This is an optimization exercise on Yosys and OpenROAD, whose aim is small area, not a production implementation.
RTL that was checked went through simulation tests only; none was proved equivalent to the original.
No driver is modelled on the clock port, so clocking that relies on it looks cheaper here than on a real chip.
Power figures rest on the tool's default switching activity, not on a simulated workload.

// main
module main #(
    parameter MAIN_DIV = 8,      
    parameter SCAN_DIV = 4       
)(
    input wire clk,
    input wire rst,    
    input wire btnC,   
    input wire btnL,   
    input wire btnR,   
    input wire [7:0] num1,   
    input wire [7:0] num2,   
    output wire [6:0] seg,            
    output wire [3:0] an,              
    output wire multiplicationFinished    
);
Size in the first run: about 500 cells after synthesis, about 33 I/O pins, about 0.0036 sq mm of cells after synthesis.
export LEC_CHECK = 0
export ABC_AREA = 1
export CAP_MARGIN = 20
export CORE_MARGIN = 2
export CORE_UTILIZATION = 40
export PLACE_DENSITY = 0.6
export SLEW_MARGIN = 20
create_clock -name core_clock -period 20.0 [get_ports {clk}]
standard.sh (not shown) runs the stock make flow with config.mk's settings and CLKGATE_MAP_FILE= SYNTH_SCRIPT=/design/flow/synth_recipe.tcl, a recipe that flattens the netlist after the stock synthesis.
==> flow/flow/run.sh <==
#!/bin/bash
# Own layout flow: the standard synthesis; then the combinational logic
# between the registers re-mapped by ABC for area with a few scripts, keeping
# the smallest netlist (registers, their names and cell types untouched);
# then the standard layout with small port buffers and no CTS dummy loads.
set -euo pipefail
WORK=$(pwd)
FLOW=$WORK/flow
R=$WORK/orfs/results/${FLOW_PLATFORM}/main/base
LIB=$FLOW_HOME/platforms/${FLOW_PLATFORM}/lib/sky130_fd_sc_hd__tt_025C_1v80.lib

# 1. standard synthesis
bash standard.sh synth > $WORK/flow_synth.log 2>&1

# 2. re-map the logic
cp $R/1_2_yosys.v $WORK/std_netlist.v
python3 $FLOW/genmodels.py $LIB > $WORK/cell_models.v 2> $WORK/flow_genmodels.log
DU=$(sed -n '/DONT_USE_CELLS +=/,/^#/p' $FLOW_HOME/platforms/${FLOW_PLATFORM}/config.mk \
     | grep -o "sky130_fd_sc_hd__[a-z0-9_]*" | sed 's/^/-dont_use /' | tr '\n' ' ')
regs() { grep -oE "sky130_fd_sc_hd__[a-z0-9]*df[a-z0-9_]* +[^ (]+" "$1" | sort; }
best=""; best_area=""
for S in $FLOW/resynth_*.abc; do
  n=$(basename $S .abc)
  yosys -l $WORK/flow_$n.log -p "
read_verilog $WORK/cell_models.v
read_verilog $WORK/std_netlist.v
hierarchy -top $FLOW_TOP
flatten
opt -purge
techmap
opt -fast -purge
abc -liberty $LIB $DU -script $S
opt_clean -purge
hilomap -singleton -hicell sky130_fd_sc_hd__conb_1 HI -locell sky130_fd_sc_hd__conb_1 LO
insbuf -buf sky130_fd_sc_hd__buf_1 A X
splitnets
opt_clean -purge
tee -o $WORK/$n.stat stat -liberty $LIB
write_verilog -noattr -nohex -nodec $WORK/$n.v
" > /dev/null 2>&1 || continue
  area=$(grep "Chip area" $WORK/$n.stat | grep -oE "[0-9.]+$" || true)
  [[ -n "$area" ]] || continue
  # keep the registers: same instance names and cell types as the standard synthesis
  [[ "$(regs $WORK/std_netlist.v)" == "$(regs $WORK/$n.v)" ]] || { echo "$n: register mismatch" >> $WORK/flow_pick.log; continue; }
  echo "$n: $area" >> $WORK/flow_pick.log
  if [[ -z "$best" ]] || awk "BEGIN{exit !($area < $best_area)}"; then best=$n; best_area=$area; fi
done
echo "picked: ${best:-standard}" >> $WORK/flow_pick.log
if [[ -n "$best" ]]; then
  cp $WORK/$best.v $R/1_2_yosys.v
  touch $R/1_2_yosys.v
fi

# 3. layout
bash standard.sh \
  "BUFFER_PORTS_ARGS=-buffer_cell sky130_fd_sc_hd__buf_1" \
  "CTS_ARGS=-sink_clustering_enable -repair_clock_nets -dont_use_dummy_load -buf_list {sky130_fd_sc_hd__clkbuf_4}" \
  finish > $WORK/flow_layout.log 2>&1
Other scripts of this flow, unchanged in this note and not shown: flow/flow/genmodels.py, flow/flow/resynth_a1.abc, flow/flow/resynth_a4.abc, flow/flow/resynth_a5.abc, flow/flow/resynth_a7.abc
==> next run, changes <==
--- a/flow/flow/run.sh
+++ b/flow/flow/run.sh
@@ -55,4 +55,4 @@
 bash standard.sh \
   "BUFFER_PORTS_ARGS=-buffer_cell sky130_fd_sc_hd__buf_1" \
-  "CTS_ARGS=-sink_clustering_enable -repair_clock_nets -dont_use_dummy_load -buf_list {sky130_fd_sc_hd__clkbuf_4}" \
+  "CTS_ARGS=-sink_clustering_enable -repair_clock_nets -dont_use_dummy_load -buf_list {sky130_fd_sc_hd__clkbuf_4 sky130_fd_sc_hd__clkbuf_8}" \
   finish > $WORK/flow_layout.log 2>&1
The changed run finished clean.
Sequential power barely changes.
Setup slack gets better by 0.023 ns.
Combinational power hardly moves.
Power climbs by 10%.
Register-to-register slack gets better by 0.02 ns.
No run of this note included a check of the RTL's function; only the layout flow was run.

---

main, a different RTL version from the one above (not shown whole).
Size in the first run: roughly 33 I/O pins.
Settings: LEC_CHECK=0, ABC_AREA=1, CAP_MARGIN=0, CORE_MARGIN=2, CORE_UTILIZATION=40, PLACE_DENSITY=0.6, SLEW_MARGIN=0; clock period 20.0 ns.
==> flow/flow/run.sh <==
#!/bin/bash
# Own layout flow: the standard synthesis; then the combinational logic
# between the registers re-mapped by ABC for area with a few scripts, keeping
# the smallest netlist (registers, their names and cell types untouched);
# then the standard layout with small port buffers and no CTS dummy loads.
set -euo pipefail
WORK=$(pwd)
FLOW=$WORK/flow
R=$WORK/orfs/results/${FLOW_PLATFORM}/main/base
LIB=$FLOW_HOME/platforms/${FLOW_PLATFORM}/lib/sky130_fd_sc_hd__tt_025C_1v80.lib

# 1. standard synthesis
bash standard.sh synth > $WORK/flow_synth.log 2>&1

# 2. re-map the logic
cp $R/1_2_yosys.v $WORK/std_netlist.v
python3 $FLOW/genmodels.py $LIB > $WORK/cell_models.v 2> $WORK/flow_genmodels.log
DU=$(sed -n '/DONT_USE_CELLS +=/,/^#/p' $FLOW_HOME/platforms/${FLOW_PLATFORM}/config.mk \
     | grep -o "sky130_fd_sc_hd__[a-z0-9_]*" | sed 's/^/-dont_use /' | tr '\n' ' ')
regs() { grep -oE "sky130_fd_sc_hd__[a-z0-9]*df[a-z0-9_]* +[^ (]+" "$1" | sort; }
best=""; best_area=""
for S in $FLOW/resynth_*.abc; do
  n=$(basename $S .abc)
  timeout 600 yosys -l $WORK/flow_$n.log -p "
read_verilog $WORK/cell_models.v
read_verilog $WORK/std_netlist.v
hierarchy -top $FLOW_TOP
flatten
opt -purge
techmap
opt -fast -purge
abc -liberty $LIB $DU -script $S
opt_clean -purge
hilomap -singleton -hicell sky130_fd_sc_hd__conb_1 HI -locell sky130_fd_sc_hd__conb_1 LO
insbuf -buf sky130_fd_sc_hd__buf_1 A X
splitnets
opt_clean -purge
tee -o $WORK/$n.stat stat -liberty $LIB
write_verilog -noattr -nohex -nodec $WORK/$n.v
" > /dev/null 2>&1 || continue
  area=$(grep "Chip area" $WORK/$n.stat | grep -oE "[0-9.]+$" || true)
  [[ -n "$area" ]] || continue
  # keep the registers: same instance names and cell types as the standard synthesis
  [[ "$(regs $WORK/std_netlist.v)" == "$(regs $WORK/$n.v)" ]] || { echo "$n: register mismatch" >> $WORK/flow_pick.log; continue; }
  echo "$n: $area" >> $WORK/flow_pick.log
  if [[ -z "$best" ]] || awk "BEGIN{exit !($area < $best_area)}"; then best=$n; best_area=$area; fi
done
echo "picked: ${best:-standard}" >> $WORK/flow_pick.log
if [[ -n "$best" ]]; then
  cp $WORK/$best.v $R/1_2_yosys.v
  touch $R/1_2_yosys.v
fi

# 3. layout up to clock tree synthesis
CTS_ARGS="-sink_clustering_enable -repair_clock_nets -dont_use_dummy_load -buf_list {sky130_fd_sc_hd__clkbuf_4}"
bash standard.sh "BUFFER_PORTS_ARGS=-buffer_cell sky130_fd_sc_hd__buf_1" "CTS_ARGS=$CTS_ARGS" cts > $WORK/flow_layout_cts.log 2>&1

# 4. upsize the clock buffers with the largest fanout
CTS_ODB=$R/4_cts.odb CTS_SMALL_BUF=sky130_fd_sc_hd__clkbuf_4 CTS_BIG_BUF=sky130_fd_sc_hd__clkbuf_8 CTS_MAX_FANOUT=10 \
  openroad -no_init -exit $FLOW/cts_fix.tcl > $WORK/flow_cts_fix.log 2>&1
touch $R/4_cts.odb

# 5. rest of the layout
bash standard.sh "BUFFER_PORTS_ARGS=-buffer_cell sky130_fd_sc_hd__buf_1" "CTS_ARGS=$CTS_ARGS" finish > $WORK/flow_layout.log 2>&1
==> flow/flow/cts_fix.tcl <==
# Upsize clock buffers that drive many flip-flops, so that every clock pin's
# slew stays well inside the limit; then re-legalise the placement.
read_db $::env(CTS_ODB)
set db [ord::get_db]
set block [ord::get_db_block]
set big [$db findMaster $::env(CTS_BIG_BUF)]
set n 0
foreach inst [$block getInsts] {
  if {[[$inst getMaster] getName] ne $::env(CTS_SMALL_BUF)} { continue }
  set it [$inst findITerm X]
  if {$it eq "NULL"} { continue }
  set net [$it getNet]
  if {$net eq "NULL"} { continue }
  set fo [expr {[llength [$net getITerms]] - 1}]
  if {$fo > $::env(CTS_MAX_FANOUT)} {
    puts "upsizing [$inst getName] (fanout $fo)"
    $inst swapMaster $big
    incr n
  }
}
puts "upsized $n clock buffers"
if {$n > 0} {
  detailed_placement
  check_placement
}
write_db $::env(CTS_ODB)
Other scripts of this flow, unchanged in this note and not shown: flow/flow/genmodels.py, flow/flow/resynth_a1.abc, flow/flow/resynth_a4.abc, flow/flow/resynth_a5.abc, flow/flow/resynth_a7.abc, flow/flow/resynth_b1.abc
Then changed:
--- a/flow/flow/run.sh
+++ b/flow/flow/run.sh
@@ -52,13 +52,7 @@
 fi
 
-# 3. layout up to clock tree synthesis
-CTS_ARGS="-sink_clustering_enable -repair_clock_nets -dont_use_dummy_load -buf_list {sky130_fd_sc_hd__clkbuf_4}"
-bash standard.sh "BUFFER_PORTS_ARGS=-buffer_cell sky130_fd_sc_hd__buf_1" "CTS_ARGS=$CTS_ARGS" cts > $WORK/flow_layout_cts.log 2>&1
-
-# 4. upsize the clock buffers with the largest fanout
-CTS_ODB=$R/4_cts.odb CTS_SMALL_BUF=sky130_fd_sc_hd__clkbuf_4 CTS_BIG_BUF=sky130_fd_sc_hd__clkbuf_8 CTS_MAX_FANOUT=10 \
-  openroad -no_init -exit $FLOW/cts_fix.tcl > $WORK/flow_cts_fix.log 2>&1
-touch $R/4_cts.odb
-
-# 5. rest of the layout
-bash standard.sh "BUFFER_PORTS_ARGS=-buffer_cell sky130_fd_sc_hd__buf_1" "CTS_ARGS=$CTS_ARGS" finish > $WORK/flow_layout.log 2>&1
+# 3. layout
+bash standard.sh \
+  "BUFFER_PORTS_ARGS=-buffer_cell sky130_fd_sc_hd__buf_1" \
+  "CTS_ARGS=-sink_clustering_enable -repair_clock_nets -dont_use_dummy_load -buf_list {sky130_fd_sc_hd__clkbuf_4}" \
+  finish > $WORK/flow_layout.log 2>&1
- CAP_MARGIN: 0 -> 20
- SLEW_MARGIN: 0 -> 20
removed: flow/flow/cts_fix.tcl
Sequential share of layout area stays flat.
Maximum frequency came out lower by 0.77%.
Total power came out lower by 0.84%.
Final area hardly moves.
Setup slack got worse by 67 ps.
Critical path depth does not change.
Synthesized area stays the same.
Synthesized cell count does not change.
Die area stays the same.
Utilization hardly moves.
Then changed:
--- a/flow/flow/run.sh
+++ b/flow/flow/run.sh
@@ -52,7 +52,13 @@
 fi
 
-# 3. layout
-bash standard.sh \
-  "BUFFER_PORTS_ARGS=-buffer_cell sky130_fd_sc_hd__buf_1" \
-  "CTS_ARGS=-sink_clustering_enable -repair_clock_nets -dont_use_dummy_load -buf_list {sky130_fd_sc_hd__clkbuf_4}" \
-  finish > $WORK/flow_layout.log 2>&1
+# 3. layout up to clock tree synthesis
+CTS_ARGS="-sink_clustering_enable -repair_clock_nets -dont_use_dummy_load -buf_list {sky130_fd_sc_hd__clkbuf_4}"
+bash standard.sh "BUFFER_PORTS_ARGS=-buffer_cell sky130_fd_sc_hd__buf_1" "CTS_ARGS=$CTS_ARGS" cts > $WORK/flow_layout_cts.log 2>&1
+
+# 4. upsize the clock buffers with the largest fanout
+CTS_ODB=$R/4_cts.odb CTS_SMALL_BUF=sky130_fd_sc_hd__clkbuf_4 CTS_BIG_BUF=sky130_fd_sc_hd__clkbuf_8 CTS_MAX_FANOUT=10 \
+  openroad -no_init -exit $FLOW/cts_fix.tcl > $WORK/flow_cts_fix.log 2>&1
+touch $R/4_cts.odb
+
+# 5. rest of the layout
+bash standard.sh "BUFFER_PORTS_ARGS=-buffer_cell sky130_fd_sc_hd__buf_1" "CTS_ARGS=$CTS_ARGS" finish > $WORK/flow_layout.log 2>&1
==> flow/flow/cts_fix.tcl (new file) <==
# Upsize clock buffers that drive many flip-flops, so that every clock pin's
# slew stays well inside the limit; then re-legalise the placement.
read_db $::env(CTS_ODB)
set db [ord::get_db]
set block [ord::get_db_block]
set big [$db findMaster $::env(CTS_BIG_BUF)]
set n 0
foreach inst [$block getInsts] {
  if {[[$inst getMaster] getName] ne $::env(CTS_SMALL_BUF)} { continue }
  set it [$inst findITerm X]
  if {$it eq "NULL"} { continue }
  set net [$it getNet]
  if {$net eq "NULL"} { continue }
  set fo [expr {[llength [$net getITerms]] - 1}]
  if {$fo > $::env(CTS_MAX_FANOUT)} {
    puts "upsizing [$inst getName] (fanout $fo)"
    $inst swapMaster $big
    incr n
  }
}
puts "upsized $n clock buffers"
if {$n > 0} {
  detailed_placement
  check_placement
}
write_db $::env(CTS_ODB)
Effect: Sequential share of layout area is about the same; global-route usage shrinks by 0.11 points; via count grows by 0.43%; clock-buffer cell count is unchanged; synthesized area stays the same; cell count stays the same; total power grows by 0.85%; routed wire length hardly moves.
Then changed:
--- a/flow/flow/run.sh
+++ b/flow/flow/run.sh
@@ -52,13 +52,7 @@
 fi
 
-# 3. layout up to clock tree synthesis
-CTS_ARGS="-sink_clustering_enable -repair_clock_nets -dont_use_dummy_load -buf_list {sky130_fd_sc_hd__clkbuf_4}"
-bash standard.sh "BUFFER_PORTS_ARGS=-buffer_cell sky130_fd_sc_hd__buf_1" "CTS_ARGS=$CTS_ARGS" cts > $WORK/flow_layout_cts.log 2>&1
-
-# 4. upsize the clock buffers with the largest fanout
-CTS_ODB=$R/4_cts.odb CTS_SMALL_BUF=sky130_fd_sc_hd__clkbuf_4 CTS_BIG_BUF=sky130_fd_sc_hd__clkbuf_8 CTS_MAX_FANOUT=10 \
-  openroad -no_init -exit $FLOW/cts_fix.tcl > $WORK/flow_cts_fix.log 2>&1
-touch $R/4_cts.odb
-
-# 5. rest of the layout
-bash standard.sh "BUFFER_PORTS_ARGS=-buffer_cell sky130_fd_sc_hd__buf_1" "CTS_ARGS=$CTS_ARGS" finish > $WORK/flow_layout.log 2>&1
+# 3. layout
+bash standard.sh \
+  "BUFFER_PORTS_ARGS=-buffer_cell sky130_fd_sc_hd__buf_1" \
+  "CTS_ARGS=-sink_clustering_enable -repair_clock_nets -dont_use_dummy_load -sink_clustering_size 16 -sink_clustering_max_diameter 300 -buf_list {sky130_fd_sc_hd__clkbuf_4}" \
+  finish > $WORK/flow_layout.log 2>&1
removed: flow/flow/cts_fix.tcl
After rerunning:
- first-iteration DRC count rose by 14%
- final area barely changes
- worst setup slack gets worse by 67 ps
Then changed:
--- a/flow/flow/run.sh
+++ b/flow/flow/run.sh
@@ -55,4 +55,4 @@
 bash standard.sh \
   "BUFFER_PORTS_ARGS=-buffer_cell sky130_fd_sc_hd__buf_1" \
-  "CTS_ARGS=-sink_clustering_enable -repair_clock_nets -dont_use_dummy_load -sink_clustering_size 16 -sink_clustering_max_diameter 300 -buf_list {sky130_fd_sc_hd__clkbuf_4}" \
+  "CTS_ARGS=-repair_clock_nets -dont_use_dummy_load -buf_list {sky130_fd_sc_hd__clkbuf_4}" \
   finish > $WORK/flow_layout.log 2>&1
=> Synthesized cell count stays the same; non-clock buffer count does not change; combinational power hardly moves; utilization does not change; power is unchanged.

==> afterwards: timing with drivers on the ports <==
The results above use ideal ports. As a check the final layouts listed here were re-extracted and re-timed, cells and wires unchanged. Step 1 sets driving cells, clkbuf_16 on the clock port and buf_2 on the other inputs (assumed; they add their load-dependent delay and slew). Step 2 moves the port delays by t, midway between the first and last clock arrival at a register: inputs arrive t later, outputs are due t later. That takes back most of the time a late clock gives input paths. a / b / c = ideal ports / drivers / drivers and shift; a / b = the first two.
run | shift t [ns] | setup WS [ns] | clock arrival spread, ns | worst slew at a driven data input, ns
the first run of note 1 | 0.412 | 10.011 / 10.011 / 10.011 | 0.049 / 0.049 | 0.03
the second run of note 1 | 0.352 | 10.034 / 10.034 / 10.034 | 0.028 / 0.028 | 0.04
the first run of note 2 | 0.428 | 11.339 / 11.339 / 11.339 | 0.020 / 0.020 | 0.03
the second run of note 2 | 0.442 | 11.271 / 11.271 / 11.271 | 0.037 / 0.037 | 0.03
the third run of note 2 | 0.428 | 11.339 / 11.339 / 11.339 | 0.020 / 0.020 | 0.03
the fourth run of note 2 | 0.442 | 11.271 / 11.271 / 11.271 | 0.037 / 0.037 | 0.03
the fifth run of note 2 | 0.442 | 11.271 / 11.271 / 11.271 | 0.037 / 0.037 | 0.03
After both steps every run listed still meets setup and hold.
